What follows belongs to an exercise in optimizing a design on an open flow for small area; a production flow would make more cautious choices. In this exercise RTL edits were held to simulation tests only and were not proved equivalent to the original. No activity file was given, so power comes from the tool's default toggle rates.

==> flow/design.v (outline; a module is shown in full before it is edited, if it fits) <==
// module field_map: 41 lines
// module piece_sequence: 45 lines
// module piece_digits: 595 lines
// module block_addresses: 47 lines
// module fall_time: 48 lines
// module wall_kicks: 221 lines
// module scoring: 61 lines
// module binary_to_bcd: 81 lines
// module increment_bcd: 82 lines
// module tetris_game: 854 lines
module tetris_game( input clk_in,
                    input reset_in,
                    input select_in,
                    input pause_in,
                    input up_in,
                    input down_in,
                    input left_in,
                    input right_in,
                    input rotate_in,
                    input hard_drop_in,
                    input soft_drop_in,
                    input hold_in,
                    output logic [5:0] game_state,
                    output logic pause_bgm,
                    output logic [1:0] sound_effect,
                    output logic start_blink,
                    output logic pause_select,
                    output logic game_over_select,
                    output logic write_enable,
                    output logic [8:0] square_write_addr,
                    output logic [3:0] write_color,
                    output logic flash_enable,
                    output logic [8:0] flash_addr,
                    output logic flash,
                    output logic speck_enable,
                    output logic [8:0] speck_addr,
                    output logic speck,
                    output logic [2:0] next_block_color,
                    output logic [2:0] hold_block_color,
                    output logic [31:0] score_bcd,
                    output [31:0] level_bcd,
                    output [31:0] lines_bcd
    );
  // ...
==> flow/run.sh <==
#!/bin/bash
# synth_recipe.tcl (not shown) runs the flow's synth.tcl, then flattens the netlist and writes it again
# the make line also repeats each setting of config.mk as NAME=value (left out here)
make -C /OpenROAD-flow-scripts/flow DESIGN_CONFIG=/design/flow/config.mk WORK_HOME=/design/flow/orfs CLKGATE_MAP_FILE= SYNTH_SCRIPT=/design/flow/synth_recipe.tcl finish
==> flow/config.mk <==
export PLATFORM = sky130hd
export DESIGN_NAME = tetris_game
export DESIGN_NICKNAME = tetris_game
export VERILOG_FILES = /design/flow/design.v
export SDC_FILE = /design/flow/constraint.sdc
export NUM_CORES = 4
export LEC_CHECK = 0
export CAP_MARGIN = 20
export CORE_MARGIN = 2
export CORE_UTILIZATION = 30
export PLACE_DENSITY = 0.42
export SLEW_MARGIN = 20
export SYNTH_MEMORY_MAX_BITS = 16384
==> flow/constraint.sdc <==
create_clock -name core_clock -period 10.0 [get_ports {clk_in}]
set_input_delay 2.0000 -clock core_clock [delete_from_list [all_inputs] [get_ports {clk_in}]]
set_output_delay 2.0000 -clock core_clock [all_outputs]
set_load 0.01 [all_outputs]
==> impl_metrics.env, run 1 <==
export IMPL_slew_limit_headroom_pct=7.83
export IMPL_power_frac_comb_pct=43.3
export IMPL_mostFrequentLayoutCells="nor2_1, nand2_1, a21oi_1, dfxtp_1, edfxtp_1"
export IMPL_power_switching_mw=11.6
export IMPL_tightest_slew_ns=1.37
export IMPL_synth_top_flop_cell="dfxtp_1"
export IMPL_post_place_ws_ns=0.826
export IMPL_report_final_slew_viol_count=0
export IMPL_critPathBufInv=6
export IMPL_power_density_nw_per_um2=234
export IMPL_seq_area_um2=35200
export IMPL_die_x_um=567
export IMPL_postPlaceCellArea_um2=103000
export IMPL_overflow=0
export IMPL_synthesis_yosys_warnings=13
export IMPL_final_cells=15778
export IMPL_grt_use_met3_pct=11.3
export IMPL_fin_skew_ns=0.0942
export IMPL_num_vias=104019
export IMPL_multi_input_area_share_pct=50.8
export IMPL_cts_buffers=185
export IMPL_crit_path_frequent_cell="ha_1"
export IMPL_worst_path_stages=35
export IMPL_run_status="finished clean"
export IMPL_grtUsageMet2_pct=58.3
export IMPL_multi_input_area_um2=55700
export IMPL_final_common_cell="nor2_1"
export IMPL_cap_violations=0
export IMPL_grt_pass1_vias=96842
export IMPL_fillCellCount=32902
export IMPL_synth_largest_area_cell="edfxtp_1"
export IMPL_pg_comb_mw=11.1
export IMPL_largest_reg_flops=630
export IMPL_arrival_ns=9.82
export IMPL_required_ns=10.72
export IMPL_crit_type="reg2reg"
export IMPL_inv_count=367
export IMPL_finalCritPeriodShare_pct=91.0
==> module scoring, before the edit <==
module scoring( input clk_in,
                input [5:0] game_state,
                input start,
                input [2:0] rows_cleared,
                input [4:0] level,
                input [4:0] soft_drop_points,
                input [4:0] block_y,
                input [4:0] ghost_y,
                output logic [23:0] score
    );
    parameter RESET = 1;
    parameter IDLE = 0;
    parameter CALC_POINTS = 1;
    parameter ADD_SCORE = 2;
    parameter SINGLE = 1;
    parameter DOUBLE = 2;
    parameter TRIPLE = 3;
    parameter TETRIS = 4;
    logic [1:0] state;
    logic [2:0] last_clear;
    logic [3:0] combo_count;
    logic back_to_back;
    logic [3:0] prev_combo;
    assign prev_combo = combo_count - 4'd1;
    logic [15:0] clear_points;
    logic [13:0] combo_points;
    logic [5:0] hard_drop_points;
    always_comb begin
        case(rows_cleared)
            SINGLE: clear_points = 16'(level * 100);
            DOUBLE: clear_points = 16'(level * 300);
            TRIPLE: clear_points = 16'(level * 500);
            TETRIS: clear_points = back_to_back ? 16'(level * 1600) : 16'(level * 800);
            default: clear_points = 16'd0;
        endcase
        combo_points = (rows_cleared != 0) ? 14'(prev_combo * level * 50) : 14'd0;
        hard_drop_points = 6'(2 * (ghost_y - block_y));
    end
    always_ff @ (posedge clk_in) begin
        if (game_state == RESET) begin
            last_clear <= 0;
            combo_count <= 0;
            score <= 0;
            state <= IDLE;
        end else case(state)
            IDLE: begin
                state <= (start) ? CALC_POINTS : IDLE;
            end
            CALC_POINTS: begin
                back_to_back <= (last_clear == TETRIS);
                last_clear <= (rows_cleared > 0) ? rows_cleared : last_clear;
                combo_count <= (rows_cleared > 0) ? combo_count + 1 : 0;
                state <= ADD_SCORE;
            end
            ADD_SCORE: begin
                score <= score + clear_points + combo_points + soft_drop_points + hard_drop_points;
                state <= IDLE;
            end
        endcase
    end
endmodule
==> inputs of run 2 (changes only) <==
--- a/flow/design.v
+++ b/flow/design.v
@@ -676,62 +676,142 @@
             10'd583: digits = 14'h2ecc;
             10'd584: digits = 14'h0a4a;
             10'd585: digits = 14'h0002;
             default: digits = 14'h0000;
         endcase
     end
 endmodule
 `timescale 1ns / 1ps
-module block_addresses( input [2:0] block_color,
-                        input [1:0] block_state,
-                        input [3:0] block_x,
-                        input [4:0] block_y,
-                        output logic [8:0] addr1, addr2, addr3, addr4
+module block_address( input [2:0] block_color,
+                      input [1:0] block_state,
+                      input [3:0] block_x,
+                      input [7:0] row,
+                      input [1:0] square,
+                      output logic [8:0] addr
     );
-    logic [5:0] off1, off2, off3, off4;
-    logic [8:0] base;
-    assign base = block_x + block_y * 9'd14;
+    logic [5:0] off;
     always_comb begin
-        case({block_color, block_state})
-            5'd4: begin off1 = 6'd14; off2 = 6'd15; off3 = 6'd29; off4 = 6'd30; end
-            5'd5: begin off1 = 6'd16; off2 = 6'd29; off3 = 6'd30; off4 = 6'd43; end
-            5'd6: begin off1 = 6'd28; off2 = 6'd29; off3 = 6'd43; off4 = 6'd44; end
-            5'd7: begin off1 = 6'd15; off2 = 6'd28; off3 = 6'd29; off4 = 6'd42; end
-            5'd8: begin off1 = 6'd16; off2 = 6'd28; off3 = 6'd29; off4 = 6'd30; end
-            5'd9: begin off1 = 6'd15; off2 = 6'd29; off3 = 6'd43; off4 = 6'd44; end
-            5'd10: begin off1 = 6'd28; off2 = 6'd29; off3 = 6'd30; off4 = 6'd42; end
-            5'd11: begin off1 = 6'd14; off2 = 6'd15; off3 = 6'd29; off4 = 6'd43; end
-            5'd12: begin off1 = 6'd15; off2 = 6'd16; off3 = 6'd29; off4 = 6'd30; end
-            5'd13: begin off1 = 6'd15; off2 = 6'd16; off3 = 6'd29; off4 = 6'd30; end
-            5'd14: begin off1 = 6'd15; off2 = 6'd16; off3 = 6'd29; off4 = 6'd30; end
-            5'd15: begin off1 = 6'd15; off2 = 6'd16; off3 = 6'd29; off4 = 6'd30; end
-            5'd16: begin off1 = 6'd15; off2 = 6'd16; off3 = 6'd28; off4 = 6'd29; end
-            5'd17: begin off1 = 6'd15; off2 = 6'd29; off3 = 6'd30; off4 = 6'd44; end
-            5'd18: begin off1 = 6'd29; off2 = 6'd30; off3 = 6'd42; off4 = 6'd43; end
-            5'd19: begin off1 = 6'd14; off2 = 6'd28; off3 = 6'd29; off4 = 6'd43; end
-            5'd20: begin off1 = 6'd14; off2 = 6'd28; off3 = 6'd29; off4 = 6'd30; end
-            5'd21: begin off1 = 6'd15; off2 = 6'd16; off3 = 6'd29; off4 = 6'd43; end
-            5'd22: begin off1 = 6'd28; off2 = 6'd29; off3 = 6'd30; off4 = 6'd44; end
-            5'd23: begin off1 = 6'd15; off2 = 6'd29; off3 = 6'd42; off4 = 6'd43; end
-            5'd24: begin off1 = 6'd15; off2 = 6'd28; off3 = 6'd29; off4 = 6'd30; end
-            5'd25: begin off1 = 6'd15; off2 = 6'd29; off3 = 6'd30; off4 = 6'd43; end
-            5'd26: begin off1 = 6'd28; off2 = 6'd29; off3 = 6'd30; off4 = 6'd43; end
-            5'd27: begin off1 = 6'd15; off2 = 6'd28; off3 = 6'd29; off4 = 6'd43; end
-            5'd28: begin off1 = 6'd14; off2 = 6'd15; off3 = 6'd16; off4 = 6'd17; end
-            5'd29: begin off1 = 6'd2; off2 = 6'd16; off3 = 6'd30; off4 = 6'd44; end
-            5'd30: begin off1 = 6'd28; off2 = 6'd29; off3 = 6'd30; off4 = 6'd31; end
-            5'd31: begin off1 = 6'd1; off2 = 6'd15; off3 = 6'd29; off4 = 6'd43; end
-            default: begin off1 = 6'd0; off2 = 6'd0; off3 = 6'd0; off4 = 6'd0; end
+        case({block_color, block_state, square})
+            7'd16: off = 6'd14;
+            7'd17: off = 6'd15;
+            7'd18: off = 6'd29;
+            7'd19: off = 6'd30;
+            7'd20: off = 6'd16;
+            7'd21: off = 6'd29;
+            7'd22: off = 6'd30;
+            7'd23: off = 6'd43;
+            7'd24: off = 6'd28;
+            7'd25: off = 6'd29;
+            7'd26: off = 6'd43;
+            7'd27: off = 6'd44;
+            7'd28: off = 6'd15;
+            7'd29: off = 6'd28;
+            7'd30: off = 6'd29;
+            7'd31: off = 6'd42;
+            7'd32: off = 6'd16;
+            7'd33: off = 6'd28;
+            7'd34: off = 6'd29;
+            7'd35: off = 6'd30;
+            7'd36: off = 6'd15;
+            7'd37: off = 6'd29;
+            7'd38: off = 6'd43;
+            7'd39: off = 6'd44;
+            7'd40: off = 6'd28;
+            7'd41: off = 6'd29;
+            7'd42: off = 6'd30;
+            7'd43: off = 6'd42;
+            7'd44: off = 6'd14;
+            7'd45: off = 6'd15;
+            7'd46: off = 6'd29;
+            7'd47: off = 6'd43;
+            7'd48: off = 6'd15;
+            7'd49: off = 6'd16;
+            7'd50: off = 6'd29;
+            7'd51: off = 6'd30;
+            7'd52: off = 6'd15;
+            7'd53: off = 6'd16;
+            7'd54: off = 6'd29;
+            7'd55: off = 6'd30;
+            7'd56: off = 6'd15;
+            7'd57: off = 6'd16;
+            7'd58: off = 6'd29;
+            7'd59: off = 6'd30;
+            7'd60: off = 6'd15;
+            7'd61: off = 6'd16;
+            7'd62: off = 6'd29;
+            7'd63: off = 6'd30;
+            7'd64: off = 6'd15;
+            7'd65: off = 6'd16;
+            7'd66: off = 6'd28;
+            7'd67: off = 6'd29;
+            7'd68: off = 6'd15;
+            7'd69: off = 6'd29;
+            7'd70: off = 6'd30;
+            7'd71: off = 6'd44;
+            7'd72: off = 6'd29;
+            7'd73: off = 6'd30;
+            7'd74: off = 6'd42;
+            7'd75: off = 6'd43;
+            7'd76: off = 6'd14;
+            7'd77: off = 6'd28;
+            7'd78: off = 6'd29;
+            7'd79: off = 6'd43;
+            7'd80: off = 6'd14;
+            7'd81: off = 6'd28;
+            7'd82: off = 6'd29;
+            7'd83: off = 6'd30;
+            7'd84: off = 6'd15;
+            7'd85: off = 6'd16;
+            7'd86: off = 6'd29;
+            7'd87: off = 6'd43;
+            7'd88: off = 6'd28;
+            7'd89: off = 6'd29;
+            7'd90: off = 6'd30;
+            7'd91: off = 6'd44;
+            7'd92: off = 6'd15;
+            7'd93: off = 6'd29;
+            7'd94: off = 6'd42;
+            7'd95: off = 6'd43;
+            7'd96: off = 6'd15;
+            7'd97: off = 6'd28;
+            7'd98: off = 6'd29;
+            7'd99: off = 6'd30;
+            7'd100: off = 6'd15;
+            7'd101: off = 6'd29;
+            7'd102: off = 6'd30;
+            7'd103: off = 6'd43;
+            7'd104: off = 6'd28;
+            7'd105: off = 6'd29;
+            7'd106: off = 6'd30;
+            7'd107: off = 6'd43;
+            7'd108: off = 6'd15;
+            7'd109: off = 6'd28;
+            7'd110: off = 6'd29;
+            7'd111: off = 6'd43;
+            7'd112: off = 6'd14;
+            7'd113: off = 6'd15;
+            7'd114: off = 6'd16;
+            7'd115: off = 6'd17;
+            7'd116: off = 6'd2;
+            7'd117: off = 6'd16;
+            7'd118: off = 6'd30;
+            7'd119: off = 6'd44;
+            7'd120: off = 6'd28;
+            7'd121: off = 6'd29;
+            7'd122: off = 6'd30;
+            7'd123: off = 6'd31;
+            7'd124: off = 6'd1;
+            7'd125: off = 6'd15;
+            7'd126: off = 6'd29;
+            7'd127: off = 6'd43;
+            default: off = 6'd0;
         endcase
-        addr1 = base + off1;
-        addr2 = base + off2;
-        addr3 = base + off3;
-        addr4 = base + off4;
     end
+    assign addr = block_x + row * 9'd14 + off;
 endmodule
 `timescale 1ns / 1ps
 module fall_time( input clk_in,
                   input [4:0] level,
                   output logic [13:0] fall_time
     );
     parameter LEVEL_1_FALL_TIME = 14850;
     parameter LEVEL_2_FALL_TIME = 11776;
@@ -1007,62 +1087,79 @@
                 input [4:0] level,
                 input [4:0] soft_drop_points,
                 input [4:0] block_y,
                 input [4:0] ghost_y,
                 output logic [23:0] score
     );
     parameter RESET = 1;
     parameter IDLE = 0;
-    parameter CALC_POINTS = 1;
-    parameter ADD_SCORE = 2;
+    parameter ADD_COMBO = 1;
+    parameter ADD_CLEAR = 2;
+    parameter ADD_HARD = 3;
+    parameter ADD_SOFT = 4;
     parameter SINGLE = 1;
     parameter DOUBLE = 2;
     parameter TRIPLE = 3;
     parameter TETRIS = 4;
-    logic [1:0] state;
+    logic [2:0] state;
     logic [2:0] last_clear;
     logic [3:0] combo_count;
-    logic back_to_back;
-    logic [3:0] prev_combo;
-    assign prev_combo = combo_count - 4'd1;
+    logic [8:0] lc;
     logic [15:0] clear_points;
     logic [13:0] combo_points;
     logic [5:0] hard_drop_points;
+    logic [15:0] term;
     always_comb begin
         case(rows_cleared)
-            SINGLE: clear_points = 16'(level * 100);
-            DOUBLE: clear_points = 16'(level * 300);
-            TRIPLE: clear_points = 16'(level * 500);
-            TETRIS: clear_points = back_to_back ? 16'(level * 1600) : 16'(level * 800);
-            default: clear_points = 16'd0;
+            SINGLE: lc = {4'd0, level};
+            DOUBLE: lc = 9'(level * 3);
+            TRIPLE: lc = 9'(level * 5);
+            TETRIS: lc = (last_clear == TETRIS) ? {level, 4'd0} : {1'b0, level, 3'd0};
+            default: lc = 9'd0;
         endcase
-        combo_points = (rows_cleared != 0) ? 14'(prev_combo * level * 50) : 14'd0;
+        clear_points = 16'(lc * 100);
+        combo_points = (rows_cleared != 0) ? 14'(combo_count * level * 50) : 14'd0;
         hard_drop_points = 6'(2 * (ghost_y - block_y));
+        case (state)
+            ADD_COMBO: term = {2'd0, combo_points};
+            ADD_CLEAR: term = clear_points;
+            ADD_HARD: term = {10'd0, hard_drop_points};
+            default: term = {11'd0, soft_drop_points};
+        endcase
     end
     always_ff @ (posedge clk_in) begin
         if (game_state == RESET) begin
             last_clear <= 0;
             combo_count <= 0;
             score <= 0;
             state <= IDLE;
         end else case(state)
             IDLE: begin
-                state <= (start) ? CALC_POINTS : IDLE;
+                state <= (start) ? ADD_COMBO : IDLE;
+            end
+            ADD_COMBO: begin
+                score <= score + term;
+                state <= ADD_CLEAR;
             end
-            CALC_POINTS: begin
-                back_to_back <= (last_clear == TETRIS);
+            ADD_CLEAR: begin
+                score <= score + term;
                 last_clear <= (rows_cleared > 0) ? rows_cleared : last_clear;
                 combo_count <= (rows_cleared > 0) ? combo_count + 1 : 0;
-                state <= ADD_SCORE;
+                state <= ADD_HARD;
             end
-            ADD_SCORE: begin
-                score <= score + clear_points + combo_points + soft_drop_points + hard_drop_points;
+            ADD_HARD: begin
+                score <= score + term;
+                state <= ADD_SOFT;
+            end
+            ADD_SOFT: begin
+                score <= score + term;
                 state <= IDLE;
             end
+            default: state <= IDLE;
         endcase
     end
 endmodule
 `timescale 1ns / 1ps
 module binary_to_bcd( input clk_in,
                       input [5:0] game_state,
                       input start,
                       input [23:0] binary_in,
@@ -1319,63 +1416,104 @@
     parameter HOLD_SWITCH = 7;
     parameter LOCK_SOUND = 1;
     parameter CLEAR_SOUND = 2;
     logic [2:0] trigger;
     logic [2:0] block_color;
     logic [1:0] block_state;
     logic [3:0] block_x;
     logic [4:0] block_y;
-    logic [8:0] curr_addr1, curr_addr2, curr_addr3, curr_addr4;
+    logic curr_is_ghost;             
+    logic [7:0] ghost_row;           
     logic [4:0] ghost_y;
-    logic [8:0] ghost_addr1, ghost_addr2, ghost_addr3, ghost_addr4;
+    assign ghost_y = ghost_row[4:0];
+    logic [7:0] read_row;            
+    logic gc_pend, bc_pend, gw_pend, bw_pend;
+    logic [1:0] lst_idx;
     logic [8:0] lines;
     logic [4:0] level;
     logic [23:0] score;
     logic [8:0] square_read_addr;
     logic [2:0] read_color;
+    logic [7:0] speck_row;
     logic [4:0] speck_y;
-    logic [8:0] speck_addr1, speck_addr2, speck_addr3, speck_addr4;
+    assign speck_y = speck_row[4:0];
     logic [9:0] seq_bag, seq_next_bag;
     logic [2:0] seq_pos, seq_next_pos;
     logic [7:1] seq_used, seq_next_used;
     logic [2:0] seq_color, seq_rd;
     piece_sequence block_buffer(.bag(seq_bag), .pos(seq_pos), .used(seq_used), .cur(seq_color),
        .next_bag(seq_next_bag), .next_pos(seq_next_pos), .next_used(seq_next_used));
     always_ff @(posedge clk_in) begin
         seq_rd <= seq_color;
         next_block_color <= seq_rd;
     end
     logic fill_enable;
     logic [8:0] fill_addr;
-    logic [8:0] read_addr1, read_addr2, read_addr3, read_addr4;
     logic any_filled, row_full;
     logic [4:0] row_number;
     logic read_wait;
     logic bcd_blank;
     logic [11:0] lines_lo;
     logic [7:0] level_lo;
     assign lines_bcd = {{5{bcd_blank, 1'b0, bcd_blank, 1'b0}}, lines_lo};
     assign level_bcd = {{6{bcd_blank, 1'b0, bcd_blank, 1'b0}}, level_lo};
     logic fill_a;
     logic [3:0] cell_b;
+    logic [8:0] read_a, read_b, write_addr;
     field_map field(.clk(clk_in), .we(fill_enable), .waddr((write_enable) ? square_write_addr : fill_addr),
-       .wdata(write_color[2:0]), .ra((read_wait) ? read_addr3 : read_addr1), .fill_a(fill_a),
+       .wdata(write_color[2:0]), .ra(read_a), .fill_a(fill_a),
        .row(row_number), .row_full(row_full),
-       .rb((game_state == ROW_SHIFT_WRITE) ? square_read_addr : (read_wait) ? read_addr4 : read_addr2), .cell_b(cell_b));
+       .rb((game_state == ROW_SHIFT_WRITE) ? square_read_addr : read_b), .cell_b(cell_b));
     assign read_color = cell_b[2:0];
     logic collide;
     assign any_filled = collide;
-    logic [8:0] new_addr1, new_addr2, new_addr3, new_addr4;
     logic [2:0] new_block_color;
     logic [1:0] new_block_state;
     logic [3:0] new_block_x;
     logic [4:0] new_block_y;
-    block_addresses new_addresses(.block_color(new_block_color), .block_state(new_block_state), .block_x(new_block_x),
-       .block_y(new_block_y), .addr1(new_addr1), .addr2(new_addr2), .addr3(new_addr3), .addr4(new_addr4));
+    block_address read_addr_a(.block_color(new_block_color), .block_state(new_block_state), .block_x(new_block_x),
+       .row(read_row), .square({read_wait, 1'b0}), .addr(read_a));
+    block_address read_addr_b(.block_color(new_block_color), .block_state(new_block_state), .block_x(new_block_x),
+       .row(read_row), .square({read_wait, 1'b1}), .addr(read_b));
+    logic [2:0] w_color;
+    logic [1:0] w_state;
+    logic [3:0] w_x;
+    logic [7:0] w_row;
+    logic [7:0] curr_row;
+    assign curr_row = (curr_is_ghost) ? ghost_row : {3'b0, block_y};
+    always_comb begin
+        w_color = block_color;
+        w_state = block_state;
+        w_x = block_x;
+        w_row = curr_row;
+        if (game_state == BLOCK_WRITE) begin
+            if (gc_pend) begin
+                w_row = ghost_row;
+            end else if (bc_pend) begin
+                w_row = {3'b0, block_y};
+            end else begin
+                w_color = new_block_color;
+                w_state = new_block_state;
+                w_x = new_block_x;
+                if (gw_pend | game_over)
+                    w_row = read_row - 8'd1;
+                else if (trigger == HARD_DROP)
+                    w_row = read_row;
+                else
+                    w_row = {3'b0, new_block_y};
+            end
+        end else if (game_state == FALLING_SPECKS_ON || game_state == FALLING_SPECKS_OFF) begin
+            w_row = speck_row;
+        end
+    end
+    block_address write_addr1(.block_color(w_color), .block_state(w_state), .block_x(w_x),
+       .row(w_row), .square(2'd3 - lst_idx), .addr(write_addr));
+    logic lst_last;
+    assign lst_last = (lst_idx == 2'd3);
     logic [13:0] fall_time;
     fall_time fall_time1(.clk_in(clk_in), .level(level), .fall_time(fall_time));
     logic [13:0] fall_count;
     logic fall_down;
     assign fall_down = (fall_count == fall_time);
     logic [2:0] kicks_tried;
     logic [3:0] kick_block_x;
     logic [4:0] kick_block_y;
@@ -1401,77 +1539,64 @@
     logic [31:0] bcd_out;
     logic converter_busy;
     binary_to_bcd btb1(.clk_in(clk_in), .game_state(game_state), .start(convert), .binary_in(binary_in),
        .bcd_out(bcd_out), .busy(converter_busy));
     assign binary_in = (!lines_converted) ? lines : (!level_converted) ? level : 
       (!score_converted) ? score : 0;
     logic [3:0] i;
     logic [4:0] j;
-    logic [35:0] block_write_buffer;
-    logic [35:0] ghost_write_buffer;
-    logic [35:0] block_clear_buffer;
-    logic [35:0] ghost_clear_buffer;
     logic [19:0] cleared_rows_buffer;
     logic [19:0] temp_rows_buffer;
     logic flash_count;
     logic [13:0] wait_count;
     logic hold_used;
     logic game_over;
     always_ff @(posedge clk_in) begin
         if (reset_in) begin
             game_state <= START_SCREEN;
             trigger <= 0;
             block_color <= 0;
             block_state <= 0;
             block_x <= 0;
             block_y <= 0;
-            curr_addr1 <= 0;
-            curr_addr2 <= 0;
-            curr_addr3 <= 0;
-            curr_addr4 <= 0;
-            ghost_y <= 0;
-            ghost_addr1 <= 0;
-            ghost_addr2 <= 0;
-            ghost_addr3 <= 0;
-            ghost_addr4 <= 0;
+            curr_is_ghost <= 0;
+            ghost_row <= 0;
+            read_row <= 0;
+            gc_pend <= 0;
+            bc_pend <= 0;
+            gw_pend <= 0;
+            bw_pend <= 0;
+            lst_idx <= 0;
             hold_block_color <= 0;
             lines <= 0;
             level <= 0;
             start_blink <= 0;
             pause_select <= 0;
             game_over_select <= 0;
             square_write_addr <= 0;
             square_read_addr <= 0;
             write_color <= 0;
             write_enable <= 0;
             speck_enable <= 0;
             speck_addr <= 0;
             speck <= 0;
-            speck_y <= 0;
-            speck_addr1 <= 0;
-            speck_addr2 <= 0;
-            speck_addr3 <= 0;
-            speck_addr4 <= 0;
+            speck_row <= 0;
             flash_enable <= 0;
             flash_addr <= 0;
             flash <= 0;
             seq_bag <= 0;
             seq_pos <= 0;
             seq_used <= 0;
             bcd_blank <= 0;
             lines_lo <= 0;
             level_lo <= 0;
             score_bcd <= 0;
             fill_enable <= 0;
             fill_addr <= 0;
-            read_addr1 <= 0;
-            read_addr2 <= 0;
-            read_addr3 <= 0;
-            read_addr4 <= 0;
             new_block_color <= 0;
             new_block_state <= 0;
             new_block_x <= 0;
             new_block_y <= 0;
             fall_count <= 0;
             kicks_tried <= 0;
             lock_count <= 0;
             move_count <= 0;
@@ -1483,20 +1608,16 @@
             calc_score <= 0;
             lines_converted <= 0;
             level_converted <= 0;
             score_converted <= 0;
             convert <= 0;
             read_wait <= 0;
             i <= 0;
             j <= 0;
-            block_write_buffer <= 0;
-            ghost_write_buffer <= 0;
-            block_clear_buffer <= 0;
-            ghost_clear_buffer <= 0;
             row_number <= 0;
             cleared_rows_buffer <= 0;
             temp_rows_buffer <= 0;
             flash_count <= 0;
             wait_count <= 0;
             hold_used <= 0;
             game_over <= 0;
             pause_bgm <= 0;
@@ -1558,156 +1679,127 @@
                     soft_drop_points <= 0;
                     hold_used <= 0;
                 end
             end
             BLOCK_ADDR_WAIT: begin
                 game_state <= BLOCK_READ;
             end
             BLOCK_READ: begin
-                read_addr1 <= new_addr1;
-                read_addr2 <= new_addr2;
-                read_addr3 <= new_addr3;
-                read_addr4 <= new_addr4;
+                read_row <= {3'b0, new_block_y};
                 game_state <= BLOCK_READ_WAIT;
                 read_wait <= 0;
             end
             BLOCK_READ_WAIT: begin
                 collide <= (read_wait & collide) | fill_a | (|cell_b);
                 read_wait <= ~read_wait;
                 game_state <= (read_wait) ? BLOCK_CHECK : BLOCK_READ_WAIT;
             end
             BLOCK_CHECK: begin
                 if (!any_filled) begin
                     if (trigger != HARD_DROP) begin
-                        block_color <= new_block_color;
-                        block_state <= new_block_state;
-                        block_x <= new_block_x;
-                        block_y <= new_block_y;
                         lock_count <= 0;
                     end
-                    curr_addr1 <= read_addr1;
-                    curr_addr2 <= read_addr2;
-                    curr_addr3 <= read_addr3;
-                    curr_addr4 <= read_addr4;
-                    block_clear_buffer <= (trigger == NEW_BLOCK) ? 0 : {curr_addr1, curr_addr2, curr_addr3, curr_addr4};
-                    block_write_buffer <= {read_addr1, read_addr2, read_addr3, read_addr4};
+                    curr_is_ghost <= (trigger == HARD_DROP);
+                    bc_pend <= (trigger != NEW_BLOCK);
+                    bw_pend <= 1;
                     if (trigger == FALL_DOWN || trigger == SOFT_DROP || trigger == HARD_DROP) begin
-                        ghost_clear_buffer <= 0;
-                        ghost_write_buffer <= 0;
+                        gc_pend <= 0;
+                        gw_pend <= 0;
                         if (trigger == HARD_DROP) begin
-                            speck_y <= block_y + 1;
-                            speck_addr1 <= curr_addr1 + MAP_WIDTH;
-                            speck_addr2 <= curr_addr2 + MAP_WIDTH;
-                            speck_addr3 <= curr_addr3 + MAP_WIDTH;
-                            speck_addr4 <= curr_addr4 + MAP_WIDTH;
+                            speck_row <= {3'b0, block_y} + 8'd1;
                         end
                         game_state <= BLOCK_WRITE;
                     end else begin
-                        ghost_clear_buffer <= (trigger == NEW_BLOCK) ? 0 : {ghost_addr1, ghost_addr2, ghost_addr3, ghost_addr4};
-                        ghost_y <= new_block_y;
-                        read_addr1 <= read_addr1 + MAP_WIDTH;
-                        read_addr2 <= read_addr2 + MAP_WIDTH;
-                        read_addr3 <= read_addr3 + MAP_WIDTH;
-                        read_addr4 <= read_addr4 + MAP_WIDTH;
+                        gc_pend <= (trigger != NEW_BLOCK);
+                        read_row <= read_row + 8'd1;
                         game_state <= GHOST_WAIT;
                         read_wait <= 0;
                     end
                 end else if (trigger == ROTATE && kicks_tried < 4) begin
                     new_block_x <= kick_block_x;
                     new_block_y <= kick_block_y;
                     kicks_tried <= kicks_tried + 1;
                     game_state <= BLOCK_ADDR_WAIT;
                 end else if (trigger == NEW_BLOCK) begin
-                    block_color <= new_block_color;
-                    block_clear_buffer <= 0;
-                    block_write_buffer <= {read_addr1 - MAP_WIDTH, read_addr2 - MAP_WIDTH, 
-                      read_addr3 - MAP_WIDTH, read_addr4 - MAP_WIDTH};
-                    ghost_clear_buffer <= 0;
-                    ghost_write_buffer <= 0;
+                    bc_pend <= 0;
+                    bw_pend <= 1;
+                    gc_pend <= 0;
+                    gw_pend <= 0;
                     game_over <= 1;
                     game_state <= BLOCK_WRITE;
                 end else if (trigger == HOLD_SWITCH) begin
-                    block_color <= new_block_color;
-                    block_clear_buffer <= {curr_addr1, curr_addr2, curr_addr3, curr_addr4};
-                    block_write_buffer <= {read_addr1 - MAP_WIDTH, read_addr2 - MAP_WIDTH, 
-                      read_addr3 - MAP_WIDTH, read_addr4 - MAP_WIDTH};
-                    ghost_clear_buffer <= {ghost_addr1, ghost_addr2, ghost_addr3, ghost_addr4};
-                    ghost_write_buffer <= 0;
+                    bc_pend <= 1;
+                    bw_pend <= 1;
+                    gc_pend <= 1;
+                    gw_pend <= 0;
                     game_over <= 1;
                     game_state <= BLOCK_WRITE;
                 end else game_state <= GAME_PLAY;
             end
             GHOST_WAIT: begin
                 collide <= (read_wait & collide) | fill_a | (|cell_b);
                 read_wait <= ~read_wait;
                 game_state <= (read_wait) ? GHOST_CHECK : GHOST_WAIT;
             end
             GHOST_CHECK: begin
                 if (any_filled) begin
-                    ghost_addr1 <= read_addr1 - MAP_WIDTH;
-                    ghost_addr2 <= read_addr2 - MAP_WIDTH;
-                    ghost_addr3 <= read_addr3 - MAP_WIDTH;
-                    ghost_addr4 <= read_addr4 - MAP_WIDTH;
-                    ghost_write_buffer <= {read_addr1 - MAP_WIDTH, read_addr2 - MAP_WIDTH, read_addr3 - MAP_WIDTH, read_addr4 - MAP_WIDTH};
+                    gw_pend <= 1;
                     game_state <= BLOCK_WRITE;
                 end else begin
-                    ghost_y <= ghost_y + 1;
-                    read_addr1 <= read_addr1 + MAP_WIDTH;
-                    read_addr2 <= read_addr2 + MAP_WIDTH;
-                    read_addr3 <= read_addr3 + MAP_WIDTH;
-                    read_addr4 <= read_addr4 + MAP_WIDTH;
+                    read_row <= read_row + 8'd1;
                     game_state <= GHOST_WAIT;
                     read_wait <= 0;
                 end
             end
             BLOCK_WRITE: begin
-                if (ghost_clear_buffer) begin
+                if (gc_pend | bc_pend | gw_pend | bw_pend) begin
                     write_enable <= 1;
-                    write_color <= 0;
-                    square_write_addr <= ghost_clear_buffer[8:0];
-                    ghost_clear_buffer <= {9'b0, ghost_clear_buffer[35:9]};
-                end else if (block_clear_buffer) begin
-                    write_enable <= 1;
-                    write_color <= 0;
-                    square_write_addr <= block_clear_buffer[8:0];
-                    block_clear_buffer <= {9'b0, block_clear_buffer[35:9]};
-                end else if (ghost_write_buffer) begin
-                    write_enable <= 1;
-                    write_color <= {1'b1, block_color};
-                    square_write_addr <= ghost_write_buffer[8:0];
-                    ghost_write_buffer <= {9'b0, ghost_write_buffer[35:9]};
-                end else if (block_write_buffer) begin
-                    write_enable <= 1;
-                    write_color <= block_color;
-                    square_write_addr <= block_write_buffer[8:0];
-                    block_write_buffer <= {9'b0, block_write_buffer[35:9]};
+                    write_color <= (gc_pend | bc_pend) ? 4'd0 : {gw_pend, new_block_color};
+                    square_write_addr <= write_addr;
+                    lst_idx <= lst_idx + 2'd1;
+                    if (lst_last) begin
+                        if (gc_pend) gc_pend <= 0;
+                        else if (bc_pend) bc_pend <= 0;
+                        else if (gw_pend) gw_pend <= 0;
+                        else bw_pend <= 0;
+                    end
                 end else begin
                     write_enable <= 0;
+                    if (game_over) begin
+                        block_color <= new_block_color;
+                    end else if (trigger != HARD_DROP) begin
+                        block_color <= new_block_color;
+                        block_state <= new_block_state;
+                        block_x <= new_block_x;
+                        block_y <= new_block_y;
+                        if (trigger != FALL_DOWN && trigger != SOFT_DROP)
+                            ghost_row <= read_row - 8'd1;
+                    end
                     if (trigger == SOFT_DROP) begin
                         game_state <= INCREMENT_SCORE;
                     end else if (trigger == HARD_DROP) begin
-                        block_write_buffer <= {curr_addr1, curr_addr2, curr_addr3, curr_addr4};
+                        bw_pend <= 1;
                         game_state <= PLACE_BLOCK;
                     end else if ((trigger == NEW_BLOCK || trigger == HOLD_SWITCH) && (game_over)) begin
                         game_state <= GAME_OVER;
                         game_over_select <= 0;
                         pause_bgm <= 1;
                     end else game_state <= GAME_PLAY;
                 end
             end
             GAME_PLAY: begin
                 fall_count <= (fall_down) ? 0 : fall_count + 1;
                 lock_count <= lock_count + 1;
                 if (pause_in) begin
                     game_state <= GAME_PAUSE;
                     pause_select <= 0;
                     pause_bgm <= 1;
                 end else if (block_y == ghost_y && (lock_count == 7425 || move_count >= 15)) begin
-                    block_write_buffer <= {curr_addr1, curr_addr2, curr_addr3, curr_addr4};
+                    bw_pend <= 1;
                     game_state <= PLACE_BLOCK;
                 end else if ((fall_down) && (block_y != ghost_y)) begin
                     game_state <= BLOCK_ADDR_WAIT;
                     trigger <= FALL_DOWN;
                     new_block_color <= block_color;
                     new_block_state <= block_state;
                     new_block_x <= block_x;
                     new_block_y <= block_y + 1;
@@ -1717,20 +1809,20 @@
                     trigger <= SOFT_DROP;
                     new_block_color <= block_color;
                     new_block_state <= block_state;
                     new_block_x <= block_x;
                     new_block_y <= block_y + 1;
                 end else if (hard_drop_in) begin
                     game_state <= BLOCK_READ_WAIT;
                     trigger <= HARD_DROP;
-                    read_addr1 <= ghost_addr1;
-                    read_addr2 <= ghost_addr2;
-                    read_addr3 <= ghost_addr3;
-                    read_addr4 <= ghost_addr4;
+                    new_block_color <= block_color;
+                    new_block_state <= block_state;
+                    new_block_x <= block_x;
+                    read_row <= ghost_row;
                     read_wait <= 0;
                 end else if (rotate_in && block_color != YELLOW) begin
                     game_state <= BLOCK_ADDR_WAIT;
                     trigger <= ROTATE;
                     new_block_color <= block_color;
                     new_block_state <= block_state + 1;
                     new_block_x <= block_x;
                     new_block_y <= block_y;
@@ -1781,98 +1873,92 @@
             end
             INCREMENT_SCORE_WAIT: begin
                 if (!incrementer_busy) begin
                     score_bcd <= bcd_inc;
                     game_state <= GAME_PLAY;
                 end else game_state <= INCREMENT_SCORE_WAIT;
             end
             PLACE_BLOCK: begin
-                if (block_write_buffer) begin
+                if (bw_pend) begin
                     fill_enable <= 1;
                     write_color <= block_color;
-                    fill_addr <= block_write_buffer[8:0];
-                    block_write_buffer <= {9'b0, block_write_buffer[35:9]};
+                    fill_addr <= write_addr;
+                    lst_idx <= lst_idx + 2'd1;
+                    bw_pend <= ~lst_last;
                     sound_effect <= LOCK_SOUND;
                 end else begin
                     fill_enable <= 0;
                     sound_effect <= 0;
                     game_state <= (trigger == HARD_DROP) ? FALLING_SPECKS_ON : BLOCK_FLASH_ON;
-                    block_write_buffer <= (trigger == HARD_DROP) ? {speck_addr1, speck_addr2, speck_addr3, speck_addr4} :
-                      {curr_addr1, curr_addr2, curr_addr3, curr_addr4};
+                    bw_pend <= 1;
                 end
             end
             FALLING_SPECKS_ON: begin
                 if (speck_y < ghost_y) begin
-                    if (block_write_buffer) begin
+                    if (bw_pend) begin
                         speck_enable <= 1;
                         speck <= 1;
-                        speck_addr <= block_write_buffer[8:0];
-                        block_write_buffer <= {9'b0, block_write_buffer[35:9]};
+                        speck_addr <= write_addr;
+                        lst_idx <= lst_idx + 2'd1;
+                        bw_pend <= ~lst_last;
                     end else begin
-                        speck_y <= speck_y + 1;
-                        speck_addr1 <= speck_addr1 + MAP_WIDTH;
-                        speck_addr2 <= speck_addr2 + MAP_WIDTH;
-                        speck_addr3 <= speck_addr3 + MAP_WIDTH;
-                        speck_addr4 <= speck_addr4 + MAP_WIDTH;
-                        block_write_buffer <= {speck_addr1 + MAP_WIDTH, speck_addr2 + MAP_WIDTH, 
-                          speck_addr3 + MAP_WIDTH, speck_addr4 + MAP_WIDTH};
+                        speck_row <= speck_row + 8'd1;
+                        bw_pend <= 1;
                     end
                 end else begin
                     speck_enable <= 0;
                     game_state <= BLOCK_FLASH_ON;
-                    block_write_buffer <= {curr_addr1, curr_addr2, curr_addr3, curr_addr4};
+                    bw_pend <= 1;
                 end
             end
             BLOCK_FLASH_ON: begin
-                if (block_write_buffer) begin
+                if (bw_pend) begin
                     flash_enable <= 1;
                     flash <= 1;
-                    flash_addr <= block_write_buffer[8:0];
-                    block_write_buffer <= {9'b0, block_write_buffer[35:9]};
+                    flash_addr <= write_addr;
+                    lst_idx <= lst_idx + 2'd1;
+                    bw_pend <= ~lst_last;
                 end else begin
                     flash_enable <= 0;
                     game_state <= PLACE_FX_WAIT;
                     wait_count <= 0;
                 end
             end
             PLACE_FX_WAIT: begin
                 if (wait_count == 1485) begin
                     game_state <= (trigger == HARD_DROP) ? FALLING_SPECKS_OFF : BLOCK_FLASH_OFF;
-                    block_write_buffer <= (trigger == HARD_DROP) ? 0 : {curr_addr1, curr_addr2, curr_addr3, curr_addr4};
+                    bw_pend <= (trigger != HARD_DROP);
                 end else wait_count <= wait_count + 1;
             end
             FALLING_SPECKS_OFF: begin
                 if (speck_y > block_y) begin
-                    if (block_write_buffer) begin
+                    if (bw_pend) begin
                         speck_enable <= 1;
                         speck <= 0;
-                        speck_addr <= block_write_buffer[8:0];
-                        block_write_buffer <= {9'b0, block_write_buffer[35:9]};
+                        speck_addr <= write_addr;
+                        lst_idx <= lst_idx + 2'd1;
+                        bw_pend <= ~lst_last;
                     end else begin
-                        speck_y <= speck_y - 1;
-                        speck_addr1 <= speck_addr1 - MAP_WIDTH;
-                        speck_addr2 <= speck_addr2 - MAP_WIDTH;
-                        speck_addr3 <= speck_addr3 - MAP_WIDTH;
-                        speck_addr4 <= speck_addr4 - MAP_WIDTH;
-                        block_write_buffer <= {speck_addr1 - MAP_WIDTH, speck_addr2 - MAP_WIDTH, 
-                          speck_addr3 - MAP_WIDTH, speck_addr4 - MAP_WIDTH};
+                        speck_row <= speck_row - 8'd1;
+                        bw_pend <= 1;
                     end
                 end else begin
                     speck_enable <= 0;
                     game_state <= BLOCK_FLASH_OFF;
-                    block_write_buffer <= {curr_addr1, curr_addr2, curr_addr3, curr_addr4};
+                    bw_pend <= 1;
                 end
             end
             BLOCK_FLASH_OFF: begin
-                if (block_write_buffer) begin
+                if (bw_pend) begin
                     flash_enable <= 1;
                     flash <= 0;
-                    flash_addr <= block_write_buffer[8:0];
-                    block_write_buffer <= {9'b0, block_write_buffer[35:9]};
+                    flash_addr <= write_addr;
+                    lst_idx <= lst_idx + 2'd1;
+                    bw_pend <= ~lst_last;
                 end else begin
                     flash_enable <= 0;
                     game_state <= ROW_READ;
                     row_number <= NUM_ROWS;
                     cleared_rows_buffer <= 0;
                     rows_cleared <= 0;
                     old_level <= level;
                 end
==> flow/config.mk (replaced) <==
export PLATFORM = sky130hd
export DESIGN_NAME = tetris_game
export DESIGN_NICKNAME = tetris_game
export VERILOG_FILES = /design/flow/design.v
export SDC_FILE = /design/flow/constraint.sdc
export NUM_CORES = 4
export LEC_CHECK = 0
export CAP_MARGIN = 20
export CORE_MARGIN = 2
export CORE_UTILIZATION = 60
export GPL_TIMING_DRIVEN = 0
export PLACE_DENSITY = 0.7
export SLEW_MARGIN = 20
export SYNTH_MEMORY_MAX_BITS = 16384
==> run 2 against run 1 <==
The run now fails in global routing (5_1_grt). Synthesized cell count down 14%. Synthesized area fell by 14%.
==> impl_metrics.env, run 2 <==
export IMPL_run_status="aborted with a tool error"
export IMPL_stop_stage="global routing (5_1_grt)"
export IMPL_stop_error="[ERROR GRT-0116] Global routing finished with congestion. Check the congestion regions in the DRC Viewer."
export IMPL_grt_max_degree=73
export IMPL_synth_top_flop_cell="edfxtp_1"
export IMPL_grt_pass1_vias=106406
export IMPL_postPlaceCellArea_um2=86800
export IMPL_die_height_um=373
export IMPL_cts_sink_count=1156
export IMPL_synthMuxAreaShare_pct=2.38
export IMPL_synth_seq_area_share_pct=36.1
export IMPL_synth_area_um2=81500
export IMPL_cts_buffers=121
export IMPL_synth_xor_area_share_pct=3.31
export IMPL_initial_core_util_pct=60.3
export IMPL_synth_top_family_by_area="compound AO/OA/AOI/OAI gates"
export IMPL_ys_top_cells_by_count="nor2_1, nand2_1, a21oi_1"
export IMPL_synth_most_common_cell="nor2_1"
export IMPL_rows=135
export IMPL_synth_area_leaders="edfxtp_1, dfxtp_1, ha_1"
export IMPL_ys_ff_latch=1156
export IMPL_dp_hpwl_um=369000
export IMPL_htree_levels=3
export IMPL_synthSimpleGateAreaFrac_pct=20.9
export IMPL_cts_root_buf="clkbuf_16"
export IMPL_yosysUniqueCellTypes=123
export IMPL_ios=162
export IMPL_synthCells=9771
export IMPL_synth_edf_count=631
export IMPL_post_place_ws_ns=-0.187
export IMPL_cts_resized=0
export IMPL_die_x_um=373
export IMPL_synth_adder_area_share_pct=6.83
export IMPL_cts_setup_buffers=0
export IMPL_synth_area_per_cell_um2=8.34
export IMPL_grt_usage_pct=81.6
export IMPL_grt_first_pass_wirelength_um=832000
export IMPL_synth_compound_area_share_pct=25.3
export IMPL_async_reset_ff_share_pct=0
export IMPL_place_congestion=1.64
export IMPL_io_buffers=138
export IMPL_synth_largest_area_cell="edfxtp_1"
export IMPL_synthesis_yosys_warnings=13
export IMPL_synth_top_area_share_pct=23.2
export IMPL_clockBufferDepth=3
export IMPL_overflow=2610
export IMPL_cts_hold_buf=0
export IMPL_placed_cells=11799
## run 2: changes by cell type after synthesis, moves of 90 or more
cell and delta:
dfxtp_1 -285, nor2_1 -148, nor3_1 -98, a221oi_1 -164
clkbuf_1 -159, nand2_1 -90
## run 2: cell families after synthesis
| group | Yosys count |
|---|---|
| adders and majority gates | 410 |
| xor gates and xnor gates | 304 |
| other | 1 |
| DFF | 1156 |
| muxes | 155 |
| buffers and inverters | 1027 |
| AOI/OAI and AO/OA | 3056 |
| and+or+nand+nor | 3662 |
## run 2: layer usage
metal  global-route usage [%]  GRT overflow
met1                     82.3           260
met2                     97.0          1351
met3                     68.8           213
met4                     76.4           747
met5                     40.5            39
## run 2: worst min-delay path by stage
stage | from | to | slack [ns] | cells after the start
after floorplan | seq_rd[0] | next_block_color[0] | 0.31 | 0
after global placement | seq_rd[1] | next_block_color[1] | 0.31 | 0
after detailed placement | seq_rd[1] | next_block_color[1] | 0.32 | 0
after CTS | seq_rd[0] | next_block_color[0] | 0.34 | 0
## run 2: power by group through the flow
stage	Clock [mW]	Combinational, mW	Sequential, mW
CTS	4.76	12.0	5.99
floorplan	0	6.65	6.01
global placement	0	11.2	6.31
detailed placement	0	11.9	6.09
## run 2: metrics by stage
step	setup TNS, ns	power [mW]
CTS	0	22.7
detailed placement	-0.396	18.0
global placement	-8.58	17.5
floorplan	0	12.7

-- static timing again, ports no longer ideal --
The flow's constraints put no driver on any port. The routed layout listed below was extracted and timed again, unchanged, in two steps. Step 1 assumes that a clkbuf_16 drives the clock port and a buf_2 every other input. Step 2 times the ports against the registers' clock, not the clock port: input delays grow and output delays shrink by t, the midpoint of the rising clock arrivals with the driver on. Slacks: ideal ports / drivers / drivers and shift; pairs: ideal ports / drivers.
run: run 1
t (ns): 0.988
setup WS [ns]: 0.897 / 0.897 / 0.897
worst register clock-pin slew, ns: 0.08 / 0.08
pins driven straight from the clock port: 1
After both steps setup and hold are still met in run 1. The setup slack of run 1 moves by 0.000 ns with the drivers and by 0.000 ns with both steps.
